This design comes from an exercise in tuning for small area on the open sky130 flow, not from production work.
At most, simulation tests tie the RTL to the original design; equivalence was not proved.
No activity file was given, so power comes from the tool's default toggle rates.

lane 1:
// uart_top
module uart_top (
    input  wire iClk,
    input  wire iRst,
    input  wire iRx,
    output wire oTx
  );
  localparam S_BOT  = 6'b000000;    
  localparam S_TOP  = 6'b100000;    
  localparam C_0    = 4'd0;         
  localparam C_1    = 4'd1;
  localparam C_15   = 4'd8;         
  localparam P_CMD  = 3'd0;
  localparam P_A    = 3'd1;
  localparam P_B    = 3'd2;
  localparam P_WAIT = 3'd3;
  localparam P_TXF  = 3'd4;    
  localparam P_TX   = 3'd5;
  localparam P_TX0  = 3'd7;    
  localparam P_TXL  = 3'd6;    
  reg  [511:0] rRing;
  reg  [5:0]   rS;        
  reg  [5:0]   rDist;     
  reg  [2:0]   rPh;
  reg          rBusy;     
  reg  [3:0]   rC;        
  reg  [3:0]   rB;        
  reg  [7:0]   rD;
  reg          rReady;    
  reg          rSub;
  reg          rCout;
  reg          rPend;     
  reg          rTx;
  wire [7:0] wHead  = rRing[7:0];
  wire       wHit   = (rDist == 6'd0);
  wire       wTop   = (rS == S_TOP);
  wire       wBot   = (rS == S_BOT);
  wire [5:0] wSNext = {rS[4:0], rS[5] ^ rS[4] ^ ~|rS[4:0]};    
  wire [3:0] wCNext = {rC[2:0], rC[3] ^ rC[2] ^ ~|rC[2:0]};
  wire       wBitEnd = (rC == C_15);
  wire       wBitBeg = (rC == C_0);
  wire       wPhA   = (rPh == P_A);
  wire       wRxPh  = ~rPh[2] & ~(rPh[1] & rPh[0]);
  wire       wTxPh  = rPh[2];
  wire       wWr    = rReady & wHit & (wPhA | (rPh == P_B));
  wire       wWrA   = wWr & wPhA;
  wire [7:0] wOpR   = wWrA ? 8'd0 : wHead;
  ...
For scale: about 750 cells after synthesis, roughly 4 I/O pins.
export LEC_CHECK = 0
export CAP_MARGIN = 20
export CORE_MARGIN = 2
export CORE_UTILIZATION = 65
export PLACE_DENSITY = 0.8
export SLEW_MARGIN = 20
create_clock -name core_clock -period 8.0 [get_ports {iClk}]
standard.sh (not shown) runs the stock make flow with config.mk's settings and CLKGATE_MAP_FILE= SYNTH_SCRIPT=/design/flow/synth_recipe.tcl, a recipe that flattens the netlist after the stock synthesis.
==> flow/flow/run.sh <==
#!/bin/bash
# Layout flow: the standard flow (standard.sh) with two changes.
#  1. After the standard synthesis, the combinational logic is mapped again
#     for area (flow/remap.tcl with flow/area.abc). Flip-flop and full-adder
#     instances keep their names and cell types.
#  2. Clock tree synthesis builds the tree from clkbuf_4 cells in clusters of
#     at most 12 sinks and adds no dummy loads.
# Each tool's output goes to a log file in the work folder.
set -euo pipefail
WORK=$(pwd)
RES=$WORK/orfs/results/$FLOW_PLATFORM/uart_top/base

bash standard.sh synth > standard_synth.log 2>&1

cp $RES/1_2_yosys.v $WORK/1_2_yosys_standard.v
export REMAP_IN=$WORK/1_2_yosys_standard.v
export REMAP_OUT=$WORK/1_2_yosys_remap.v
export REMAP_ABC=$WORK/flow/area.abc
export LIB_FILE=$FLOW_HOME/platforms/$FLOW_PLATFORM/lib/sky130_fd_sc_hd__tt_025C_1v80.lib
export DONT_USE_CELLS="$(sed -n '/^export DONT_USE_CELLS/,/^$/p' $FLOW_HOME/platforms/$FLOW_PLATFORM/config.mk | grep -o 'sky130_fd_sc_hd__[a-z0-9_]*' | tr '\n' ' ')"
yosys -c $WORK/flow/remap.tcl > remap.log 2>&1
cp $REMAP_OUT $RES/1_2_yosys.v
touch $RES/1_2_yosys.v

export CTS_ARGS="-sink_clustering_enable -repair_clock_nets -dont_use_dummy_load -buf_list sky130_fd_sc_hd__clkbuf_4 -sink_clustering_size 12 -sink_clustering_max_diameter 50"
bash standard.sh > standard.log 2>&1
==> flow/flow/area.abc <==
strash
dc2
dch -f
amap
topo
==> flow/flow/remap.tcl <==
# Re-map the combinational logic of a synthesized netlist for area; flip-flop
# instances (names and cell types) are kept as they are.
# env: REMAP_IN REMAP_OUT LIB_FILE REMAP_ABC DONT_USE_CELLS
set lib $::env(LIB_FILE)
set du {}
foreach c $::env(DONT_USE_CELLS) { lappend du -dont_use $c }
yosys read_verilog -defer $::env(REMAP_IN)
yosys read_liberty -ignore_miss_func -overwrite $lib
yosys hierarchy -top uart_top
# keep every sequential cell, and the full-adder cells, as opaque instances
yosys blackbox {*}[lsort -unique [regexp -all -inline {sky130_fd_sc_hd__(?:\w*df\w*|fa_\d)} [exec cat $::env(REMAP_IN)]]]
yosys flatten
yosys opt -purge
yosys abc -script $::env(REMAP_ABC) -liberty $lib {*}$du
yosys opt_clean -purge
yosys hilomap -singleton -hicell sky130_fd_sc_hd__conb_1 HI -locell sky130_fd_sc_hd__conb_1 LO
yosys splitnets
yosys opt_clean -purge
yosys insbuf -buf sky130_fd_sc_hd__buf_4 A X
yosys tee -o $::env(REMAP_OUT).stat stat -liberty $lib
yosys write_verilog -noattr -nohex -nodec $::env(REMAP_OUT)
Both conditions hold for lane 1: the flow ran to the end and the final layout passed the timing, design-rule and antenna checks.
Here is what was changed in the inputs of lane 4 compared with lane 1.
-- flow/flow/run.sh --
<<< lane 1, line 24

export CTS_ARGS="-sink_clustering_enable -repair_clock_nets -dont_use_dummy_load -buf_list sky130_fd_sc_hd__clkbuf_4 -sink_clustering_size 12 -sink_clustering_max_diameter 50"
bash standard.sh > standard.log 2>&1
>>> lane 4, line 24

export BUFFER_PORTS_ARGS="-buffer_cell sky130_fd_sc_hd__buf_2"
export CTS_ARGS="-sink_clustering_enable -repair_clock_nets -dont_use_dummy_load -buf_list sky130_fd_sc_hd__clkbuf_4 -sink_clustering_size 12 -sink_clustering_max_diameter 40"
bash standard.sh > standard.log 2>&1
Results
- Lane 4 completed end to end with timing, DRC and antenna clean.
- Delta (lane 4 minus lane 1): cell area about even, total of plain and repair buffers excluding clock buffers went up by 1, clock period minus final worst setup slack saw a decrease, post-synthesis cell count has remained practically unchanged.

uart_top, a different RTL version from the one above (not shown whole).
For scale: roughly 760 cells after synthesis.
export LEC_CHECK = 0
export CAP_MARGIN = 20
export CORE_MARGIN = 2
export CORE_UTILIZATION = 65
export PLACE_DENSITY = 0.8
export SLEW_MARGIN = 20
create_clock -name core_clock -period 8.0 [get_ports {iClk}]
==> flow/flow/run.sh <==
#!/bin/bash
# Layout flow: the standard flow (standard.sh) with two changes.
#  1. After the standard synthesis, the combinational logic is mapped again
#     for area (flow/remap.tcl with flow/area.abc). Flip-flop and full-adder
#     instances keep their names and cell types.
#  2. Clock tree synthesis builds the tree from clkbuf_8 cells in clusters of
#     at most 20 sinks and adds no dummy loads.
# Each tool's output goes to a log file in the work folder.
set -euo pipefail
WORK=$(pwd)
RES=$WORK/orfs/results/$FLOW_PLATFORM/uart_top/base

bash standard.sh synth > standard_synth.log 2>&1

cp $RES/1_2_yosys.v $WORK/1_2_yosys_standard.v
export REMAP_IN=$WORK/1_2_yosys_standard.v
export REMAP_OUT=$WORK/1_2_yosys_remap.v
export REMAP_ABC=$WORK/flow/area.abc
export LIB_FILE=$FLOW_HOME/platforms/$FLOW_PLATFORM/lib/sky130_fd_sc_hd__tt_025C_1v80.lib
export DONT_USE_CELLS="$(sed -n '/^export DONT_USE_CELLS/,/^$/p' $FLOW_HOME/platforms/$FLOW_PLATFORM/config.mk | grep -o 'sky130_fd_sc_hd__[a-z0-9_]*' | tr '\n' ' ')"
yosys -c $WORK/flow/remap.tcl > remap.log 2>&1
cp $REMAP_OUT $RES/1_2_yosys.v
touch $RES/1_2_yosys.v

export CTS_ARGS="-sink_clustering_enable -repair_clock_nets -dont_use_dummy_load -buf_list sky130_fd_sc_hd__clkbuf_8 -sink_clustering_size 20 -sink_clustering_max_diameter 100"
bash standard.sh > standard.log 2>&1
Scripts as last shown in full above: flow/flow/area.abc, flow/flow/remap.tcl
The starting point finished clean.
Next try:
--- a/flow/flow/run.sh
+++ b/flow/flow/run.sh
@@ -25 +25 @@
-export CTS_ARGS="-sink_clustering_enable -repair_clock_nets -dont_use_dummy_load -buf_list sky130_fd_sc_hd__clkbuf_8 -sink_clustering_size 20 -sink_clustering_max_diameter 100"
+export CTS_ARGS="-sink_clustering_enable -repair_clock_nets -dont_use_dummy_load -buf_list sky130_fd_sc_hd__clkbuf_16 -sink_clustering_size 28 -sink_clustering_max_diameter 60"
Setup slack gets better by 0.0038 ns.
Maximum frequency barely changes.
Synthesized area stays the same.
Wire length is higher by 5.9%.
No functional check of the RTL was part of any run of this note.

## alpha
Another version of the RTL of uart_top (not shown whole).
For scale: ~810 cells after synthesis, about 4 I/O pins.
export LEC_CHECK = 0
export CAP_MARGIN = 20
export CORE_MARGIN = 2
export CORE_UTILIZATION = 65
export SLEW_MARGIN = 20
create_clock -name core_clock -period 8.0 [get_ports {iClk}]
==> flow/flow/run.sh <==
#!/bin/bash
# Layout flow: the standard flow (standard.sh) with two changes.
#  1. After the standard synthesis, the combinational logic is mapped again
#     for area (flow/remap.tcl with flow/area.abc). Flip-flop instances keep
#     their names and cell types.
#  2. Clock tree synthesis builds the tree from clkbuf_8 cells in clusters of
#     at most 20 sinks and adds no dummy loads.
# Each tool's output goes to a log file in the work folder.
set -euo pipefail
WORK=$(pwd)
RES=$WORK/orfs/results/$FLOW_PLATFORM/uart_top/base

bash standard.sh synth > standard_synth.log 2>&1

cp $RES/1_2_yosys.v $WORK/1_2_yosys_standard.v
export REMAP_IN=$WORK/1_2_yosys_standard.v
export REMAP_OUT=$WORK/1_2_yosys_remap.v
export REMAP_ABC=$WORK/flow/area.abc
export LIB_FILE=$FLOW_HOME/platforms/$FLOW_PLATFORM/lib/sky130_fd_sc_hd__tt_025C_1v80.lib
export DONT_USE_CELLS="$(sed -n '/^export DONT_USE_CELLS/,/^$/p' $FLOW_HOME/platforms/$FLOW_PLATFORM/config.mk | grep -o 'sky130_fd_sc_hd__[a-z0-9_]*' | tr '\n' ' ')"
yosys -c $WORK/flow/remap.tcl > remap.log 2>&1
cp $REMAP_OUT $RES/1_2_yosys.v
touch $RES/1_2_yosys.v

export CTS_ARGS="-sink_clustering_enable -repair_clock_nets -dont_use_dummy_load -buf_list sky130_fd_sc_hd__clkbuf_8 -sink_clustering_size 20 -sink_clustering_max_diameter 60"
bash standard.sh > standard.log 2>&1
==> flow/flow/remap.tcl <==
# Re-map the combinational logic of a synthesized netlist for area; flip-flop
# instances (names and cell types) are kept as they are.
# env: REMAP_IN REMAP_OUT LIB_FILE REMAP_ABC DONT_USE_CELLS
set lib $::env(LIB_FILE)
set du {}
foreach c $::env(DONT_USE_CELLS) { lappend du -dont_use $c }
yosys read_verilog -defer $::env(REMAP_IN)
yosys read_liberty -ignore_miss_func -overwrite $lib
yosys hierarchy -top uart_top
# keep every sequential cell as an opaque instance
yosys blackbox {*}[regexp -all -inline {sky130_fd_sc_hd__\w*df\w*} [exec grep -o {sky130_fd_sc_hd__[a-z0-9_]*df[a-z0-9_]*} $::env(REMAP_IN)]]
yosys flatten
yosys opt -purge
yosys abc -script $::env(REMAP_ABC) -liberty $lib {*}$du
yosys opt_clean -purge
yosys hilomap -singleton -hicell sky130_fd_sc_hd__conb_1 HI -locell sky130_fd_sc_hd__conb_1 LO
yosys splitnets
yosys opt_clean -purge
yosys insbuf -buf sky130_fd_sc_hd__buf_4 A X
yosys tee -o $::env(REMAP_OUT).stat stat -liberty $lib
yosys write_verilog -noattr -nohex -nodec $::env(REMAP_OUT)
Scripts as last shown in full above: flow/flow/area.abc
In summary, alpha completed successfully, with a layout that passed the timing, design-rule and antenna checks.
What beta does differently from alpha at the input level:
==> flow/flow/run.sh <==
#!/bin/bash
# Standard layout, with clock tree synthesis told to use clkbuf_8 sink
# buffers in larger clusters and to add no dummy loads.
set -euo pipefail
export CTS_ARGS="-sink_clustering_enable -repair_clock_nets -dont_use_dummy_load -buf_list sky130_fd_sc_hd__clkbuf_8 -sink_clustering_size 20 -sink_clustering_max_diameter 60"
bash standard.sh > standard.log 2>&1
removed: flow/flow/area.abc
removed: flow/flow/remap.tcl
Findings:
- Looking at timing startpoint of the critical path, the iRst result is from beta; the rS[0]$_SDFF_PP0_ one comes from alpha.
- Diff alpha -> beta | power consumption | increase of 0.79%
- beta vs alpha on wire length on met2: beta is the lower one.
- Sequential share of layout area: beta and alpha compared, higher one is alpha
- beta — design area 3.9% higher, alpha as reference
Relative to beta, the following input files were edited for gamma:
- an added CTS_BUF_LIST of sky130_fd_sc_hd__clkbuf_4 sky130_fd_sc_hd__clkbuf_8
- an added CTS_CLUSTER_SIZE of 10
- an added CTS_CLUSTER_DIAMETER of 30
==> flow/run.sh (new file) <==
#!/bin/bash
# synth_recipe.tcl (not shown) runs the flow's synth.tcl, then flattens the netlist and writes it again
# the make line also repeats each setting of config.mk as NAME=value (left out here)
make -C /OpenROAD-flow-scripts/flow DESIGN_CONFIG=/design/flow/config.mk WORK_HOME=/design/flow/orfs CLKGATE_MAP_FILE= SYNTH_SCRIPT=/design/flow/synth_recipe.tcl finish
removed: flow/flow/run.sh
removed: flow/standard.sh
Notes after the runs:
Comparing beta and gamma, the higher worst path buffer plus inverter count is on beta.
Against beta, leakage power of the design in gamma rose by a little under 10%.
Compared with beta, in gamma clock skew fell by 50 ps; post-route worst setup slack now larger; final cell utilization of the core went up.
Global-route usage on gamma is up relative to beta.
Clock transition at the registers of the reported paths came out lower on gamma than on beta.

what the ideal ports hide:
Ports are ideal in the flow. The routed layouts listed here were re-timed in OpenROAD.
Step 1 assumes that a clkbuf_16 drives the clock port and a buf_2 every other input.
Step 2 also shifts input and output timing later by t, the mid clock arrival at the registers, as if the neighbouring blocks saw the same clock.
Slacks: ideal ports / drivers / drivers and shift; pairs: ideal ports / drivers.
run | t, ns | slack for setup (ns) | pins driven straight from the clock port
lane 1 | 0.671 | 2.627 / 2.627 / 2.627 | 1
lane 4 | 0.682 | 2.838 / 2.838 / 2.838 | 1
the first run of note 2 | 0.604 | 3.493 / 3.493 / 3.493 | 1
the second run of note 2 | 0.562 | 3.497 / 3.497 / 3.497 | 1
alpha | 0.558 | 3.099 / 3.099 / 3.099 | 1
beta | 0.556 | 4.395 / 4.410 / 3.854 | 1
gamma | 0.599 | 4.402 / 4.401 / 3.827 | 1
After both steps every run listed still meets setup and hold. For gamma, which loses most, drivers alone change the setup slack by -0.001 ns; drivers and shift together by -0.575 ns.
